Background: an optimization exercise with open tools, aiming at small area. Do not read the settings as production practice. At most, simulation tests tie the RTL to the original design; equivalence was not proved. The clock port is modelled as an ideal driver; clocking choices that lean on that would not hold on a real chip.

==> flow/design.v <==
module FA (
  input a,
  input b,
  input ci,
  output s,
  output co
);
  assign s = a ^ b ^ ci;
  assign co = (a & b) | (a & ci) | (b & ci);
endmodule
module HA (
  input a,
  input b,
  output s,
  output co
);
  assign s = a ^ b;
  assign co = a & b;
endmodule
module firFilter(dataOut1,r_out,dataIn1,rIn1, clk, rst, enable);
input clk,rst,enable;
output [16-1:0]dataOut1;
output r_out;
input [16-1:0]dataIn1;
input rIn1;
localparam L = 10;
reg mR;                      
reg [2:0] n;                 
reg [15:0] x, a1, o;         
reg [15:2] a2;               
wire [1:0] a2l = {d[1] ^ d[0], d[0]};
reg [13:0] d;                
reg c2, c1, co;              
always @(posedge clk) begin
  if (rst) begin
    mR <= 1'b0;
    n  <= 3'd0;
  end else if (enable) begin
    mR <= rIn1;
    n  <= {mR & n[1] & ~n[0], mR & (n[1] | n[0]), mR & ~n[1]};
  end
end
wire [15:0] s3;              
wire [15:0] k3;              
wire [15:2] a2n;
wire [15:0] a2c;             
genvar i;
generate
  for (i = 2; i <= 14; i = i + 1) begin : csa
    FA u (.a(d[i-2]), .b(x[i-1]), .ci(x[i]), .s(s3[i]), .co(k3[i+1]));
  end
endgenerate
assign s3[15] = d[13] ^ x[14] ^ x[15];
assign a2c[1] = x[1] & x[0];
HA a2h2 (.a(s3[2]), .b(a2c[1]), .s(a2n[2]), .co(a2c[2]));
generate
  for (i = 3; i < L; i = i + 1) begin : a2lo
    FA u (.a(s3[i]), .b(k3[i]), .ci(a2c[i-1]), .s(a2n[i]), .co(a2c[i]));
  end
endgenerate
HA a2hL (.a(s3[L]), .b(k3[L]), .s(a2n[L]), .co(a2c[L]));
generate
  for (i = L + 1; i <= 14; i = i + 1) begin : a2hi
    FA u (.a(s3[i]), .b(k3[i]), .ci(a2c[i-1]), .s(a2n[i]), .co(a2c[i]));
  end
endgenerate
assign a2n[15] = s3[15] ^ k3[15] ^ a2c[14];
wire [15:0] a1n;
wire [15:0] a1c;
assign a1n[0] = a2l[0];
HA a1h1 (.a(a2l[1]), .b(x[0]), .s(a1n[1]), .co(a1c[1]));
generate
  for (i = 2; i < L; i = i + 1) begin : a1lo
    FA u (.a(a2[i]), .b(x[i-1]), .ci(a1c[i-1]), .s(a1n[i]), .co(a1c[i]));
  end
endgenerate
FA a1fL (.a(a2[L]), .b(x[L-1]), .ci(c2), .s(a1n[L]), .co(a1c[L]));
generate
  for (i = L + 1; i <= 14; i = i + 1) begin : a1hi
    FA u (.a(a2[i]), .b(x[i-1]), .ci(a1c[i-1]), .s(a1n[i]), .co(a1c[i]));
  end
endgenerate
assign a1n[15] = a2[15] ^ x[14] ^ a1c[14];
wire [15:0] on;
wire [15:0] oc;
HA oh0 (.a(a1[0]), .b(x[0]), .s(on[0]), .co(oc[0]));
generate
  for (i = 1; i < L; i = i + 1) begin : olo
    FA u (.a(a1[i]), .b(x[i]), .ci(oc[i-1]), .s(on[i]), .co(oc[i]));
  end
endgenerate
FA ofL (.a(a1[L]), .b(x[L]), .ci(c1), .s(on[L]), .co(oc[L]));
generate
  for (i = L + 1; i <= 14; i = i + 1) begin : ohi
    FA u (.a(a1[i]), .b(x[i]), .ci(oc[i-1]), .s(on[i]), .co(oc[i]));
  end
endgenerate
assign on[15] = a1[15] ^ x[15] ^ oc[14];
always @(posedge clk) begin
  if (enable) begin
    x  <= dataIn1;
    d  <= x[13:0];
    a2 <= a2n;
    c2 <= a2c[L-1];
    a1 <= a1n;
    c1 <= a1c[L-1];
    o  <= on;
    co <= oc[L-1];
  end
end
wire [15:0] inc;             
assign inc[L] = co;
generate
  for (i = L; i <= 14; i = i + 1) begin : oinc
    HA u (.a(o[i]), .b(inc[i]), .s(dataOut1[i]), .co(inc[i+1]));
  end
endgenerate
assign dataOut1[15] = o[15] ^ inc[15];
assign dataOut1[L-1:0] = o[L-1:0];
assign r_out = n[2];
endmodule
Settings: LEC_CHECK=0, CAP_MARGIN=20, CORE_MARGIN=2, CORE_UTILIZATION=40, SLEW_MARGIN=20, SYNTH_HIERARCHICAL=1, SYNTH_MINIMUM_KEEP_SIZE=0; clock period 4.0 ns.
standard.sh (not shown) runs the stock make flow with config.mk's settings and CLKGATE_MAP_FILE= SYNTH_SCRIPT=/design/flow/synth_recipe.tcl, a recipe that flattens the netlist after the stock synthesis.
==> flow/flow/run.sh <==
#!/bin/bash
# The standard layout, with three changes: the smallest buffer (buf_1) on
# every input and output port, no dummy loads in the clock tree, and the clock
# tree's leaf buffers downsized where the flip-flop clock-pin slew allows.
set -euo pipefail
export BUFFER_PORTS_ARGS="-buffer_cell sky130_fd_sc_hd__buf_1"
export CTS_ARGS="-sink_clustering_enable -repair_clock_nets -dont_use_dummy_load"
export POST_CTS_TCL="$(pwd)/flow/downsize_clk.tcl"
bash standard.sh finish > standard_finish.log 2>&1
==> flow/flow/downsize_clk.tcl <==
estimate_parasitics -placement
proc clk_pin_slew_max {} {
  set worst 0.0
  foreach p [get_pins -hierarchical */CLK] {
    foreach prop {slew_max_rise slew_max_fall} {
      set s [get_property $p $prop]
      if {$s > $worst} { set worst $s }
    }
  }
  return $worst
}
set slew_limit 0.112
set setup0 [sta::worst_slack_cmd max]
set hold0 [sta::worst_slack_cmd min]
puts "clock downsizing: start slew [clk_pin_slew_max] setup $setup0 hold $hold0"
set sizes {sky130_fd_sc_hd__clkbuf_1 sky130_fd_sc_hd__clkbuf_2 sky130_fd_sc_hd__clkbuf_4 sky130_fd_sc_hd__clkbuf_8 sky130_fd_sc_hd__clkbuf_16}
foreach inst [get_cells clkbuf_*_f_clk] {
  set name [get_full_name $inst]
  set orig [get_property $inst ref_name]
  set idx [lsearch $sizes $orig]
  if {$idx < 0} { continue }
  set best $orig
  for {set i [expr {$idx - 1}]} {$i >= 0} {incr i -1} {
    set cand [lindex $sizes $i]
    replace_cell $inst $cand
    estimate_parasitics -placement
    set sl [clk_pin_slew_max]
    set su [sta::worst_slack_cmd max]
    set ho [sta::worst_slack_cmd min]
    puts "clock downsizing: try $name $cand slew $sl setup $su hold $ho"
    if {$sl <= $slew_limit && $su >= -20e-12 && $ho >= 50e-12} {
      set best $cand
    } else {
      break
    }
  }
  replace_cell $inst $best
  estimate_parasitics -placement
  puts "clock downsizing: $name $orig -> $best"
}
puts "clock downsizing: end slew [clk_pin_slew_max] setup [sta::worst_slack_cmd max] hold [sta::worst_slack_cmd min]"
detailed_placement
check_placement
The first run completed and failed the layout checks on setup timing.
Edit:
--- a/flow/design.v
+++ b/flow/design.v
@@ -22,9 +22,9 @@
 output [16-1:0]dataOut1;
 output r_out;
 input [16-1:0]dataIn1;
 input rIn1;
-localparam L = 10;
+localparam L = 8;
 reg mR;                      
 reg [2:0] n;                 
 reg [15:0] x, a1, o;         
 reg [15:2] a2;               
Effect: The new run finished clean. Synthesized area stays flat. Clock-buffer cell count does not change. Final area decreases by about 0.55%. Via count decreases by about 0.9%. First-iteration DRC count decreases by 4.0%. Worst hold slack is better by 0.011 ns.
No run of this note included a check of the RTL's function; only the layout flow was run.

========
## the baseline
Another version of the RTL of firFilter (not shown whole).
Size in the first run: ~170 cells after synthesis, ~83 flip-flops, roughly 3800 um^2 of cells after synthesis.
==> module firFilter, before the edit <==
module firFilter(dataOut1,r_out,dataIn1,rIn1, clk, rst, enable);
input clk,rst,enable;
output [16-1:0]dataOut1;
output r_out;
input [16-1:0]dataIn1;
input rIn1;
localparam L = 9;
reg mR;                      
reg [2:0] n;                 
reg [15:0] x, a1, o;         
reg [15:2] a2;               
wire [1:0] a2l = {d[1] ^ d[0], d[0]};
reg [13:0] d;                
reg c2, c1, co;              
always @(posedge clk) begin
  if (rst) begin
    mR <= 1'b0;
    n  <= 3'd0;
  end else if (enable) begin
    mR <= rIn1;
    n  <= {mR & n[1] & ~n[0], mR & (n[1] | n[0]), mR & ~n[1]};
  end
end
wire [15:0] s3;              
wire [15:0] k3;              
wire [15:2] a2n;
wire [15:0] a2c;             
genvar i;
generate
  for (i = 2; i <= 14; i = i + 1) begin : csa
    FA u (.a(d[i-2]), .b(x[i-1]), .ci(x[i]), .s(s3[i]), .co(k3[i+1]));
  end
endgenerate
assign s3[15] = d[13] ^ x[14] ^ x[15];
assign a2c[1] = x[1] & x[0];
HA a2h2 (.a(s3[2]), .b(a2c[1]), .s(a2n[2]), .co(a2c[2]));
generate
  for (i = 3; i < L; i = i + 1) begin : a2lo
    FA u (.a(s3[i]), .b(k3[i]), .ci(a2c[i-1]), .s(a2n[i]), .co(a2c[i]));
  end
endgenerate
HA a2hL (.a(s3[L]), .b(k3[L]), .s(a2n[L]), .co(a2c[L]));
generate
  for (i = L + 1; i <= 14; i = i + 1) begin : a2hi
    FA u (.a(s3[i]), .b(k3[i]), .ci(a2c[i-1]), .s(a2n[i]), .co(a2c[i]));
  end
endgenerate
assign a2n[15] = s3[15] ^ k3[15] ^ a2c[14];
wire [15:0] a1n;
wire [15:0] a1c;
assign a1n[0] = a2l[0];
HA a1h1 (.a(a2l[1]), .b(x[0]), .s(a1n[1]), .co(a1c[1]));
generate
  for (i = 2; i < L; i = i + 1) begin : a1lo
    FA u (.a(a2[i]), .b(x[i-1]), .ci(a1c[i-1]), .s(a1n[i]), .co(a1c[i]));
  end
endgenerate
FA a1fL (.a(a2[L]), .b(x[L-1]), .ci(c2), .s(a1n[L]), .co(a1c[L]));
generate
  for (i = L + 1; i <= 14; i = i + 1) begin : a1hi
    FA u (.a(a2[i]), .b(x[i-1]), .ci(a1c[i-1]), .s(a1n[i]), .co(a1c[i]));
  end
endgenerate
assign a1n[15] = a2[15] ^ x[14] ^ a1c[14];
wire [15:0] on;
wire [15:0] oc;
HA oh0 (.a(a1[0]), .b(x[0]), .s(on[0]), .co(oc[0]));
generate
  for (i = 1; i < L; i = i + 1) begin : olo
    FA u (.a(a1[i]), .b(x[i]), .ci(oc[i-1]), .s(on[i]), .co(oc[i]));
  end
endgenerate
FA ofL (.a(a1[L]), .b(x[L]), .ci(c1), .s(on[L]), .co(oc[L]));
generate
  for (i = L + 1; i <= 14; i = i + 1) begin : ohi
    FA u (.a(a1[i]), .b(x[i]), .ci(oc[i-1]), .s(on[i]), .co(oc[i]));
  end
endgenerate
assign on[15] = a1[15] ^ x[15] ^ oc[14];
always @(posedge clk) begin
  if (enable) begin
    x  <= dataIn1;
    d  <= x[13:0];
    a2 <= a2n;
    c2 <= a2c[L-1];
    a1 <= a1n;
    c1 <= a1c[L-1];
    o  <= on;
    co <= oc[L-1];
  end
end
wire [15:0] inc;             
assign inc[L] = co;
generate
  for (i = L; i <= 14; i = i + 1) begin : oinc
    HA u (.a(o[i]), .b(inc[i]), .s(dataOut1[i]), .co(inc[i+1]));
  end
endgenerate
assign dataOut1[15] = o[15] ^ inc[15];
assign dataOut1[L-1:0] = o[L-1:0];
assign r_out = n[2];
endmodule
clock: 4.0 ns
lec_check: 0
cap_margin: 20
core_margin: 2
core_utilization: 40
slew_margin: 20
synth_hierarchical: 1
synth_minimum_keep_size: 0
Scripts as last shown in full above: flow/flow/run.sh, flow/flow/downsize_clk.tcl
[inputs] the candidate vs the baseline
--- a/flow/design.v
+++ b/flow/design.v
@@ -56,5 +56,5 @@
 generate
   for (i = 3; i < L; i = i + 1) begin : a2lo
-    FA u (.a(s3[i]), .b(k3[i]), .ci(a2c[i-1]), .s(a2n[i]), .co(a2c[i]));
+    FA u (.a(s3[i]), .b(a2c[i-1]), .ci(k3[i]), .s(a2n[i]), .co(a2c[i]));
   end
 endgenerate
@@ -62,5 +62,5 @@
 generate
   for (i = L + 1; i <= 14; i = i + 1) begin : a2hi
-    FA u (.a(s3[i]), .b(k3[i]), .ci(a2c[i-1]), .s(a2n[i]), .co(a2c[i]));
+    FA u (.a(s3[i]), .b(a2c[i-1]), .ci(k3[i]), .s(a2n[i]), .co(a2c[i]));
   end
 endgenerate
@@ -72,11 +72,11 @@
 generate
   for (i = 2; i < L; i = i + 1) begin : a1lo
-    FA u (.a(a2[i]), .b(x[i-1]), .ci(a1c[i-1]), .s(a1n[i]), .co(a1c[i]));
+    FA u (.a(a2[i]), .b(a1c[i-1]), .ci(x[i-1]), .s(a1n[i]), .co(a1c[i]));
   end
 endgenerate
-FA a1fL (.a(a2[L]), .b(x[L-1]), .ci(c2), .s(a1n[L]), .co(a1c[L]));
+FA a1fL (.a(a2[L]), .b(c2), .ci(x[L-1]), .s(a1n[L]), .co(a1c[L]));
 generate
   for (i = L + 1; i <= 14; i = i + 1) begin : a1hi
-    FA u (.a(a2[i]), .b(x[i-1]), .ci(a1c[i-1]), .s(a1n[i]), .co(a1c[i]));
+    FA u (.a(a2[i]), .b(a1c[i-1]), .ci(x[i-1]), .s(a1n[i]), .co(a1c[i]));
   end
 endgenerate
@@ -87,11 +87,11 @@
 generate
   for (i = 1; i < L; i = i + 1) begin : olo
-    FA u (.a(a1[i]), .b(x[i]), .ci(oc[i-1]), .s(on[i]), .co(oc[i]));
+    FA u (.a(a1[i]), .b(oc[i-1]), .ci(x[i]), .s(on[i]), .co(oc[i]));
   end
 endgenerate
-FA ofL (.a(a1[L]), .b(x[L]), .ci(c1), .s(on[L]), .co(oc[L]));
+FA ofL (.a(a1[L]), .b(c1), .ci(x[L]), .s(on[L]), .co(oc[L]));
 generate
   for (i = L + 1; i <= 14; i = i + 1) begin : ohi
-    FA u (.a(a1[i]), .b(x[i]), .ci(oc[i-1]), .s(on[i]), .co(oc[i]));
+    FA u (.a(a1[i]), .b(oc[i-1]), .ci(x[i]), .s(on[i]), .co(oc[i]));
   end
 endgenerate
--- outcome ---
- The candidate reached the final stage; the timing, design-rule and antenna checks on its layout passed.
- Looking at data arrival at the endpoint of the critical path, the candidate sits above the baseline.
- Summary of the candidate over the baseline: instance count on the critical path went down; minimum setup slack after placement went down; layout sequential cell count did not really move; final core utilization went up; setup slack went down.
Function not checked in the candidate: the RTL went through the layout flow alone.

[separate check: timing with driven ports]
Ports are ideal in the flow. The routed layouts listed here were re-timed in OpenROAD. Step 1 assumes that a clkbuf_16 drives the clock port and a buf_2 every other input. Step 2 also shifts input and output timing later by t, the mid clock arrival at the registers, as if the neighbouring blocks saw the same clock. a / b / c = ideal ports / drivers / drivers and shift; a / b = the first two.
run | shift t [ns] | setup slack, ns | worst setup path after step 2 | worst register clock-pin slew, ns
the first run of note 1 | 0.367 | -0.055 / -0.055 / -0.055 | register to register | 0.09 / 0.09
the second run of note 1 | 0.354 | 0.115 / 0.115 / 0.115 | register to register | 0.10 / 0.10
the baseline | 0.361 | 0.138 / 0.138 / 0.138 | register to register | 0.11 / 0.11
the candidate | 0.368 | 0.062 / 0.062 / 0.062 | register to register | 0.09 / 0.09
